This is an optimization exercise on Yosys and OpenROAD, whose aim is small area, not a production implementation. Function was checked by simulation only, so behaviour that the tests miss may differ from the original. Power is estimated from default activity; no workload was simulated. No driver is modelled on the clock port, so clocking that relies on it looks cheaper here than on a real chip.

==> job 4225 <==
## filters
module filters
(
	CLK,
	RST,
	HSync,
	VDE,
	Display,
	RGBin,
	Threshold,
	ProcessOut,
	DisplayOut
);
input         CLK;
input         RST;
input         HSync;
input         VDE;
input  [ 5:0] Display;
input  [23:0] RGBin;
input  [ 7:0] Threshold;
output        ProcessOut;
output [23:0] DisplayOut;
	wire [ 7:0] greyOut;
	wire        thresh1Out;
	wire [ 3:0] blur4;
	wire [ 7:0] blurOut = {2{blur4}};
	wire        thresh2Out = &blur4;
	wire        edgeOut;
	wire [23:0] mixOut;
	reg hSyncLast, hSyncLast2, hClk;
	always @(posedge CLK)
	begin
		hSyncLast  <= VDE;
		hSyncLast2 <= hSyncLast;
		hClk       <= hSyncLast && !hSyncLast2;
	end
	localparam [9:0] X0   = 10'b0000000001;
	localparam [9:0] X320 = 10'b1001100000;
	localparam [9:0] X959 = 10'b0000111000;
	localparam [9:0] X960 = 10'b0001110000;
	localparam [9:0] X961 = 10'b0011100001;
	reg        seen, working, sh, sh_n, phase;
	reg  [9:0] x;
	wire       ready   = |x;
	wire       at320   = x == X320;
	wire       at959   = x == X959;
	wire       at960   = x == X960;
	wire [9:0] x_next  = hClk ? X0 : (x == X961) ? x : {x[8:0], x[9] ^ x[6]};
	wire       sh_next = at320 || (sh && !at959);
	always @(posedge CLK)
	begin
		if (!RST) begin
			seen    <= 1'b0;
			working <= 1'b0;
			sh      <= 1'b0;
			sh_n    <= 1'b1;
			phase   <= 1'b0;
			x       <= 10'd0;
		end else begin
			if (hClk && ready) seen <= 1'b1;
			if (at960) working <= 1'b0;
			else if (at320) working <= 1'b1;
			sh      <= sh_next;
			sh_n    <= !sh_next;
			phase   <= !phase;
			x       <= x_next;
		end
	end
	wire s54   = Display[5] | Display[4];
	wire s3    = !s54 && Display[3];
	wire s2    = !s54 && !Display[3] && Display[2];
	wire s1    = !s54 && !Display[3] && !Display[2] && Display[1];
	wire s0    = !s54 && !Display[3] && !Display[2] && !Display[1] && Display[0];
	wire snone = !s54 && !Display[3] && !Display[2] && !Display[1] && !Display[0];
	wire       common = (s54 && edgeOut) || (s3 && thresh2Out) || (s1 && thresh1Out);
	wire [7:0] chan   = {8{common}} | ({8{s2}} & blurOut) | ({8{s0}} & greyOut);
	assign ProcessOut = chan[7] || (snone && greyOut[7]);
	assign DisplayOut = {3{chan}} | ({24{snone}} & RGBin) |
	                    ({24{Display[5]}} & {2'b00, RGBin[23:18], 2'b00, RGBin[15:10], 2'b00, RGBin[7:2]});
  ...
==> module mkGreyscale, before the edit <==
module mkGreyscale(rgb_in, gry_out);
  input  [23 : 0] rgb_in;
  output [7 : 0] gry_out;
  wire [7 : 0] r = rgb_in[23:16], g = rgb_in[15:8], b = rgb_in[7:0];
  wire [8 : 0] c1, c2;
  wire [7 : 0] s1, s2;
  assign c1[1] = g[0] & b[0];
  genvar i;
  generate
    for (i = 1; i < 8; i = i + 1) begin : add1
      assign s1[i]   = g[i] ^ b[i] ^ c1[i];
      assign c1[i+1] = (g[i] & b[i]) | (c1[i] & (g[i] ^ b[i]));
    end
  endgenerate
  wire [7 : 0] h = {c1[8], s1[7:1]};
  assign c2[1] = h[0] & r[0];
  generate
    for (i = 1; i < 8; i = i + 1) begin : add2
      assign s2[i]   = h[i] ^ r[i] ^ c2[i];
      assign c2[i+1] = (h[i] & r[i]) | (c2[i] & (h[i] ^ r[i]));
    end
  endgenerate
  assign gry_out = {c2[8], s2[7:1]};
endmodule
==> module mkThreshold, before the edit <==
module mkThreshold(gry_in, threshold, bin_out);
  input  [7 : 0] gry_in;
  input  [7 : 0] threshold;
  output bin_out;
  wire [8 : 0] c;
  assign c[0] = 1'b1;
  genvar i;
  generate
    for (i = 0; i < 8; i = i + 1) begin : cmp
      assign c[i+1] = (gry_in[i] & ~threshold[i]) | (c[i] & (gry_in[i] | ~threshold[i]));
    end
  endgenerate
  assign bin_out = c[8];
endmodule
==> module filters, before the edit <==
module filters
(
	CLK,
	RST,
	HSync,
	VDE,
	Display,
	RGBin,
	Threshold,
	ProcessOut,
	DisplayOut
);
input         CLK;
input         RST;
input         HSync;
input         VDE;
input  [ 5:0] Display;
input  [23:0] RGBin;
input  [ 7:0] Threshold;
output        ProcessOut;
output [23:0] DisplayOut;
	wire [ 7:0] greyOut;
	wire        thresh1Out;
	wire [ 3:0] blur4;
	wire [ 7:0] blurOut = {2{blur4}};
	wire        thresh2Out = &blur4;
	wire        edgeOut;
	wire [23:0] mixOut;
	reg hSyncLast, hSyncLast2, hClk;
	always @(posedge CLK)
	begin
		hSyncLast  <= VDE;
		hSyncLast2 <= hSyncLast;
		hClk       <= hSyncLast && !hSyncLast2;
	end
	localparam [9:0] X0   = 10'b0000000001;
	localparam [9:0] X320 = 10'b1001100000;
	localparam [9:0] X959 = 10'b0000111000;
	localparam [9:0] X960 = 10'b0001110000;
	localparam [9:0] X961 = 10'b0011100001;
	reg        seen, working, sh, sh_n, phase;
	reg  [9:0] x;
	wire       ready   = |x;
	wire       at320   = x == X320;
	wire       at959   = x == X959;
	wire       at960   = x == X960;
	wire [9:0] x_next  = hClk ? X0 : (x == X961) ? x : {x[8:0], x[9] ^ x[6]};
	wire       sh_next = at320 || (sh && !at959);
	always @(posedge CLK)
	begin
		if (!RST) begin
			seen    <= 1'b0;
			working <= 1'b0;
			sh      <= 1'b0;
			sh_n    <= 1'b1;
			phase   <= 1'b0;
			x       <= 10'd0;
		end else begin
			if (hClk && ready) seen <= 1'b1;
			if (at960) working <= 1'b0;
			else if (at320) working <= 1'b1;
			sh      <= sh_next;
			sh_n    <= !sh_next;
			phase   <= !phase;
			x       <= x_next;
		end
	end
	wire s54   = Display[5] | Display[4];
	wire s3    = !s54 && Display[3];
	wire s2    = !s54 && !Display[3] && Display[2];
	wire s1    = !s54 && !Display[3] && !Display[2] && Display[1];
	wire s0    = !s54 && !Display[3] && !Display[2] && !Display[1] && Display[0];
	wire snone = !s54 && !Display[3] && !Display[2] && !Display[1] && !Display[0];
	wire       common = (s54 && edgeOut) || (s3 && thresh2Out) || (s1 && thresh1Out);
	wire [7:0] chan   = {8{common}} | ({8{s2}} & blurOut) | ({8{s0}} & greyOut);
	assign ProcessOut = chan[7] || (snone && greyOut[7]);
	assign DisplayOut = {3{chan}} | ({24{snone}} & RGBin) |
	                    ({24{Display[5]}} & {2'b00, RGBin[23:18], 2'b00, RGBin[15:10], 2'b00, RGBin[7:2]});
	mkGreyscale Greyscale (
		.rgb_in     (RGBin),
		.gry_out    (greyOut)
	);
	mkThreshold Threshold1 (
		.threshold  (Threshold),
		.gry_in     (greyOut),
		.bin_out    (thresh1Out)
	);
	mkBlur Blur (
		.CLK        (CLK),
		.RST_N      (RST),
		.ready      (ready),
		.seen       (seen),
		.working    (working),
		.sh         (sh),
		.sh_n       (sh_n),
		.phase      (phase),
		.bin_in     (thresh1Out),
		.blur_out   (blur4)
	);
	mkEdge Edge (
		.CLK        (CLK),
		.ready      (ready),
		.seen       (seen),
		.working    (working),
		.sh         (sh),
		.sh_n       (sh_n),
		.phase      (phase),
		.vde        (VDE),
		.bin_in     (thresh2Out),
		.bin_out    (edgeOut)
	);
	mkMix Mix (
		.bin_in     (edgeOut),
		.rgb_in     (RGBin),
		.rgb_out    (mixOut)
	);
endmodule
==> flow/config.mk <==
export PLATFORM = sky130hd
export DESIGN_NAME = filters
export DESIGN_NICKNAME = filters
export VERILOG_FILES = /design/flow/design.v
export SDC_FILE = /design/flow/constraint.sdc
export NUM_CORES = 4
export LEC_CHECK = 0
export CAP_MARGIN = 20
export CORE_MARGIN = 2
export CORE_UTILIZATION = 75
export PLACE_DENSITY = 0.85
export SLEW_MARGIN = 20
==> flow/constraint.sdc <==
create_clock -name core_clock -period 12.0 [get_ports {CLK}]
set_input_delay 2.4000 -clock core_clock [delete_from_list [all_inputs] [get_ports {CLK}]]
set_output_delay 2.4000 -clock core_clock [all_outputs]
set_load 0.01 [all_outputs]
standard.sh (not shown) runs the stock make flow with config.mk's settings and CLKGATE_MAP_FILE= SYNTH_SCRIPT=/design/flow/synth_recipe.tcl, a recipe that flattens the netlist after the stock synthesis.
==> flow/flow/run.sh <==
#!/bin/bash
set -euo pipefail
export BUFFER_PORTS_ARGS="-buffer_cell sky130_fd_sc_hd__buf_1"
export CTS_ARGS="-sink_clustering_enable -repair_clock_nets -buf_list sky130_fd_sc_hd__clkbuf_16 -dont_use_dummy_load -sink_clustering_size 30 -sink_clustering_max_diameter 80"
bash standard.sh > standard.log 2>&1
==> job 9890: changes against job 4225 <==
--- a/flow/design.v
+++ b/flow/design.v
@@ -1,40 +1,36 @@
-module mkGreyscale(rgb_in, gry_out);
+module mkGreyscale(CLK,
+		   RST_N,
+		   rgb_in,
+		   gry_out);
+  input  CLK;
+  input  RST_N;
   input  [23 : 0] rgb_in;
   output [7 : 0] gry_out;
-  wire [7 : 0] r = rgb_in[23:16], g = rgb_in[15:8], b = rgb_in[7:0];
-  wire [8 : 0] c1, c2;
-  wire [7 : 0] s1, s2;
-  assign c1[1] = g[0] & b[0];
-  genvar i;
-  generate
-    for (i = 1; i < 8; i = i + 1) begin : add1
-      assign s1[i]   = g[i] ^ b[i] ^ c1[i];
-      assign c1[i+1] = (g[i] & b[i]) | (c1[i] & (g[i] ^ b[i]));
-    end
-  endgenerate
-  wire [7 : 0] h = {c1[8], s1[7:1]};
-  assign c2[1] = h[0] & r[0];
-  generate
-    for (i = 1; i < 8; i = i + 1) begin : add2
-      assign s2[i]   = h[i] ^ r[i] ^ c2[i];
-      assign c2[i+1] = (h[i] & r[i]) | (c2[i] & (h[i] ^ r[i]));
-    end
-  endgenerate
-  assign gry_out = {c2[8], s2[7:1]};
-endmodule
-module mkThreshold(gry_in, threshold, bin_out);
+  wire [7 : 0] gry_out;
+  wire [8 : 0] _0_CONCAT_rgb_in_BITS_15_TO_8_PLUS_0_CONCAT_rgb_ETC__q1,
+	       b51_PLUS_0_CONCAT_rgb_in_BITS_23_TO_16__q2,
+	       b__h751;
+  assign gry_out = b51_PLUS_0_CONCAT_rgb_in_BITS_23_TO_16__q2[8:1] ;
+  assign _0_CONCAT_rgb_in_BITS_15_TO_8_PLUS_0_CONCAT_rgb_ETC__q1 =
+	     { 1'd0, rgb_in[15:8] } + { 1'd0, rgb_in[7:0] } ;
+  assign b51_PLUS_0_CONCAT_rgb_in_BITS_23_TO_16__q2 =
+	     b__h751 + { 1'd0, rgb_in[23:16] } ;
+  assign b__h751 =
+	     { 1'd0,
+	       _0_CONCAT_rgb_in_BITS_15_TO_8_PLUS_0_CONCAT_rgb_ETC__q1[8:1] } ;
+endmodule   
+module mkThreshold(CLK,
+		   RST_N,
+		   gry_in,
+		   threshold,
+		   bin_out);
+  input  CLK;
+  input  RST_N;
   input  [7 : 0] gry_in;
   input  [7 : 0] threshold;
   output bin_out;
-  wire [8 : 0] c;
-  assign c[0] = 1'b1;
-  genvar i;
-  generate
-    for (i = 0; i < 8; i = i + 1) begin : cmp
-      assign c[i+1] = (gry_in[i] & ~threshold[i]) | (c[i] & (gry_in[i] | ~threshold[i]));
-    end
-  endgenerate
-  assign bin_out = c[8];
-endmodule
+  wire bin_out;
+  assign bin_out = gry_in >= threshold ;
+endmodule   
 module mkBlur(CLK, RST_N, ready, seen, working, sh, sh_n, phase, bin_in, blur_out);
   input  CLK;
@@ -133,20 +129,14 @@
 		hClk       <= hSyncLast && !hSyncLast2;
 	end
-	localparam [9:0] X0   = 10'b0000000001;
-	localparam [9:0] X320 = 10'b1001100000;
-	localparam [9:0] X959 = 10'b0000111000;
-	localparam [9:0] X960 = 10'b0001110000;
-	localparam [9:0] X961 = 10'b0011100001;
-	reg        seen, working, sh, sh_n, phase;
+	reg        ready, seen, working, sh, sh_n, phase;
 	reg  [9:0] x;
-	wire       ready   = |x;
-	wire       at320   = x == X320;
-	wire       at959   = x == X959;
-	wire       at960   = x == X960;
-	wire [9:0] x_next  = hClk ? X0 : (x == X961) ? x : {x[8:0], x[9] ^ x[6]};
-	wire       sh_next = at320 || (sh && !at959);
+	wire       inc       = VDE && !hClk && ready && x != 10'd961;
+	wire [9:0] x_next    = inc ? x + 10'd1 : (hClk && ready) ? 10'd0 : x;
+	wire       work_next = (x == 10'd960) ? 1'b0 : (x == 10'd320) ? 1'b1 : working;
+	wire       sh_next   = work_next && x_next != 10'd960;
 	always @(posedge CLK)
 	begin
 		if (!RST) begin
+			ready   <= 1'b0;
 			seen    <= 1'b0;
 			working <= 1'b0;
@@ -156,7 +146,7 @@
 			x       <= 10'd0;
 		end else begin
+			if (hClk) ready <= 1'b1;
 			if (hClk && ready) seen <= 1'b1;
-			if (at960) working <= 1'b0;
-			else if (at320) working <= 1'b1;
+			working <= work_next;
 			sh      <= sh_next;
 			sh_n    <= !sh_next;
@@ -165,15 +155,17 @@
 		end
 	end
-	wire s54   = Display[5] | Display[4];
-	wire s3    = !s54 && Display[3];
-	wire s2    = !s54 && !Display[3] && Display[2];
-	wire s1    = !s54 && !Display[3] && !Display[2] && Display[1];
-	wire s0    = !s54 && !Display[3] && !Display[2] && !Display[1] && Display[0];
-	wire snone = !s54 && !Display[3] && !Display[2] && !Display[1] && !Display[0];
-	wire       common = (s54 && edgeOut) || (s3 && thresh2Out) || (s1 && thresh1Out);
-	wire [7:0] chan   = {8{common}} | ({8{s2}} & blurOut) | ({8{s0}} & greyOut);
-	assign ProcessOut = chan[7] || (snone && greyOut[7]);
-	assign DisplayOut = {3{chan}} | ({24{snone}} & RGBin) |
-	                    ({24{Display[5]}} & {2'b00, RGBin[23:18], 2'b00, RGBin[15:10], 2'b00, RGBin[7:2]});
+	assign ProcessOut = Display[5] ? edgeOut    :
+	                    Display[4] ? edgeOut    :
+	                    Display[3] ? thresh2Out :
+	                    Display[2] ? blurOut[7] :
+	                    Display[1] ? thresh1Out :
+	                                 greyOut[7] ;
+	assign DisplayOut = Display[5] ?     mixOut       :
+	                    Display[4] ? {24{edgeOut}}    :
+	                    Display[3] ? {24{thresh2Out}} :
+	                    Display[2] ? { 3{blurOut}}    :
+	                    Display[1] ? {24{thresh1Out}} :
+	                    Display[0] ? { 3{greyOut}}    :
+	                                     RGBin        ;
 	mkGreyscale Greyscale (
 		.rgb_in     (RGBin),
==> flow/run.sh (new file) <==
#!/bin/bash
# synth_recipe.tcl (not shown) runs the flow's synth.tcl, then flattens the netlist and writes it again
# the make line also repeats each setting of config.mk as NAME=value (left out here)
make -C /OpenROAD-flow-scripts/flow DESIGN_CONFIG=/design/flow/config.mk WORK_HOME=/design/flow/orfs CLKGATE_MAP_FILE= SYNTH_SCRIPT=/design/flow/synth_recipe.tcl finish
CORE_UTILIZATION = 45   (was 75)
PLACE_DENSITY = 0.6   (was 0.85)
removed: flow/flow/run.sh
removed: flow/standard.sh
==> job 4626: changes against job 4225 <==
==> flow/flow/run.sh (replaced) <==
#!/bin/bash
set -euo pipefail
export BUFFER_PORTS_ARGS="-buffer_cell sky130_fd_sc_hd__buf_1"
export CTS_ARGS="-sink_clustering_enable -repair_clock_nets -dont_use_dummy_load -buf_list sky130_fd_sc_hd__clkbuf_16 -sink_clustering_size 33 -sink_clustering_max_diameter 90 -root_buf sky130_fd_sc_hd__clkbuf_8 -tree_buf sky130_fd_sc_hd__clkbuf_8"
bash standard.sh > standard.log 2>&1
CORE_UTILIZATION = 70   (was 75)
PLACE_DENSITY = 0.8   (was 0.85)
==> job 6990: changes against job 4225 <==
--- a/flow/design.v
+++ b/flow/design.v
@@ -138,15 +138,16 @@
 	localparam [9:0] X960 = 10'b0001110000;
 	localparam [9:0] X961 = 10'b0011100001;
-	reg        seen, working, sh, sh_n, phase;
+	reg        ready, seen, working, sh, sh_n, phase;
 	reg  [9:0] x;
-	wire       ready   = |x;
-	wire       at320   = x == X320;
-	wire       at959   = x == X959;
-	wire       at960   = x == X960;
-	wire [9:0] x_next  = hClk ? X0 : (x == X961) ? x : {x[8:0], x[9] ^ x[6]};
-	wire       sh_next = at320 || (sh && !at959);
+	wire       at320  = x == X320;
+	wire       at959  = x == X959;
+	wire       at960  = x == X960;
+	wire       inc    = VDE && !hClk && ready && x != X961;
+	wire [9:0] x_next = inc ? {x[8:0], x[9] ^ x[6]} : (hClk && ready) ? X0 : x;
+	wire       sh_next = at320 || (sh && !(at959 && inc));
 	always @(posedge CLK)
 	begin
 		if (!RST) begin
+			ready   <= 1'b0;
 			seen    <= 1'b0;
 			working <= 1'b0;
@@ -154,6 +155,7 @@
 			sh_n    <= 1'b1;
 			phase   <= 1'b0;
-			x       <= 10'd0;
+			x       <= X0;
 		end else begin
+			if (hClk) ready <= 1'b1;
 			if (hClk && ready) seen <= 1'b1;
 			if (at960) working <= 1'b0;
==> flow/flow/run.sh (replaced) <==
#!/bin/bash
set -euo pipefail
export BUFFER_PORTS_ARGS="-buffer_cell sky130_fd_sc_hd__buf_1"
export CTS_ARGS="-sink_clustering_enable -repair_clock_nets -buf_list sky130_fd_sc_hd__clkbuf_16 -sink_clustering_size 40 -sink_clustering_max_diameter 50"
bash standard.sh > standard.log 2>&1
CORE_UTILIZATION = 70   (was 75)
PLACE_DENSITY = 0.8   (was 0.85)
==> impl.org <==
** Power and ir drop
- Sequential cells consume a total of roughly 4.3 mW.
- After layout, the design draws a total of between 6 and 7 mW.

** Final layout
- Non-clock buffers, area share :: 0.01269
- Area of the multi-input gates :: around 9300 um^2
- Fillcell total :: around 3500
- The repair_antennas step left the layout with diodes totalling 1.

** Setup path
- The worst register-to-register path ends at Blur.lastRow[278]$_DFF_P_.
- Worst setup startpoint :: RGBin[8]
- For the worst setup path, the data arrival time is 8.25 ns.

** Drt
- Using the TritonRoute via totals, the vias-per-cell ratio works out to about 6.
- The detailed router finished its first iteration with 1238 violations.

** Place
- Cell area after placement :: ~37000 um^2
- Routability-driven placement finished with a final weighted congestion of 0.8352.

** Timing
- Worst max-slew margin expressed relative to the limit :: 0.1958

** GRT
- The number of global-route vias before repair came to 20740.

** Die
- Die height :: approximately 230 um
- Total number of tap cells :: 680

** Run status
- Status :: finished clean
the above is filed under job 4626

==> impl.org <==
** Run status
- Status :: finished clean

** Setup path
- The most critical setup path has its startpoint at RGBin[8].
- WP data arrival :: between 8 and 9 ns

** Power and ir drop
- Power attributed to combinational cells is about 120 uW.
- Of the total power, combinational logic draws 0.019.
- For the sequential group, total power comes out at about 4.3 mW.

** Final layout
- The repair_antennas step left the layout with diodes totalling 0.
- Fillcell total :: approximately 2800
- The multi-input combinational cells in the finished layout cover a total of 9249 um^2.

** Drt
- After detailed routing, the number of vias per cell comes to 6.380.
- Initial detailed-routing violation count :: around 1600

** Place
- The placed instances occupy a cell area of 36540 um^2.
- The congestion estimate from routability-driven global placement came to 0.7971.

** GRT
- The number of global-route vias before repair came to 21020.

** Die
- 67 I/O pins were placed.
- Tap insertion was completed with about 620 tapcells.
- From bottom edge to top edge, the die measures between 200 and 250 um.

** Timing
- Worst max-slew margin expressed relative to the limit :: 0.3125
the above is filed under job 4225

==> impl.org <==
** Place
- Routability Congestion :: 0.8165

** Drt
- After the first detailed-routing iteration, the DRC count stood at roughly 1400.

** Final layout
- Fillcell total :: 3200
- The multi-input combinational cells in the finished layout cover a total of 9348 um^2.

** Die
- Total number of tap cells :: between 600 and 700

** GRT
- The number of global-route vias before repair was 21100.

** Run status
- Status :: finished clean

** Setup path
- STA puts the critical path data arrival time at about 8.4 ns.
- Worst reg2reg endpoint :: Blur.lastRow[177]$_DFF_P_
- Tracing the worst setup path back leads to its startpoint at RGBin[1].

** Power and ir drop
- Final total power :: between 8 and 9 mW

** Timing
- The worst pin sits at a relative slew slack of 0.2472.
the above is filed under job 6990

==> impl.org <==
** Place
- Cell area after placement :: slightly below 40000 um^2
- Routability Congestion :: 0.8278

** Power and ir drop
- Summed over all combinational cells, the power is ~2.0 mW.
- Summing internal, switching and leakage power gives roughly 14 mW.
- Power attributed to sequential cells is 7.84 mW.

** Final layout
- The repair_antennas step left the layout with diodes totalling 0.
- Non-clock buffers, area share :: 0.02088

** Die
- Number of standard-cell rows in the floorplan :: 105
- Die height :: about 300 um
- Total number of tap cells :: 1070

** Drt
- Using the TritonRoute via totals, the vias-per-cell ratio works out to 5.490.
- After detailed routing, the number of remaining DRC violations is 0.
- Initial detailed-routing violation count :: approximately 1400

** Setup path
- Top cell family by delay on the critical path :: compound AO/OA/AOI/OAI gates
- WP data arrival :: roughly 8.3 ns
- The endpoint identified for the worst register-to-register timing path is Edge.lastRow[269]$_DFF_P_.
- Tracing the worst setup path back leads to its startpoint at RGBin[10].

** GRT
- Vias in the first global route :: approximately 23000

** Run status
- The flow ran to the end and the layout has no timing, DRC or antenna violations.
the above is filed under job 9890

re-timing with driven ports:
Ports are ideal in the flow. The routed layouts listed here were re-timed in OpenROAD.
Step 1: set_driving_cell puts a clkbuf_16 on CLK and a buf_2 on each other input, an assumption about the parent block.
Step 2 also shifts input and output timing later by t, the mid clock arrival at the registers, as if the neighbouring blocks saw the same clock.
a / b / c = ideal ports / drivers / drivers and shift; a / b = the first two.
run | shift t [ns] | setup slack, ns | hold slack, ns | slew at the worst register clock pin (ns)
job 4225 | 0.662 | 1.381 / 1.353 / 1.353 | 0.353 / 0.353 / 0.353 | 0.11 / 0.11
job 9890 | 0.718 | 1.280 / 1.253 / 1.253 | 0.343 / 0.343 / 0.343 | 0.08 / 0.08
job 4626 | 0.744 | 1.352 / 1.323 / 1.323 | 0.344 / 0.344 / 0.344 | 0.12 / 0.12
job 6990 | 0.685 | 1.215 / 1.185 / 1.185 | 0.345 / 0.345 / 0.345 | 0.11 / 0.11
After both steps setup and hold are still met in every run listed. For job 6990, which loses most, drivers alone change the setup slack by -0.030 ns; drivers and shift together by -0.030 ns.
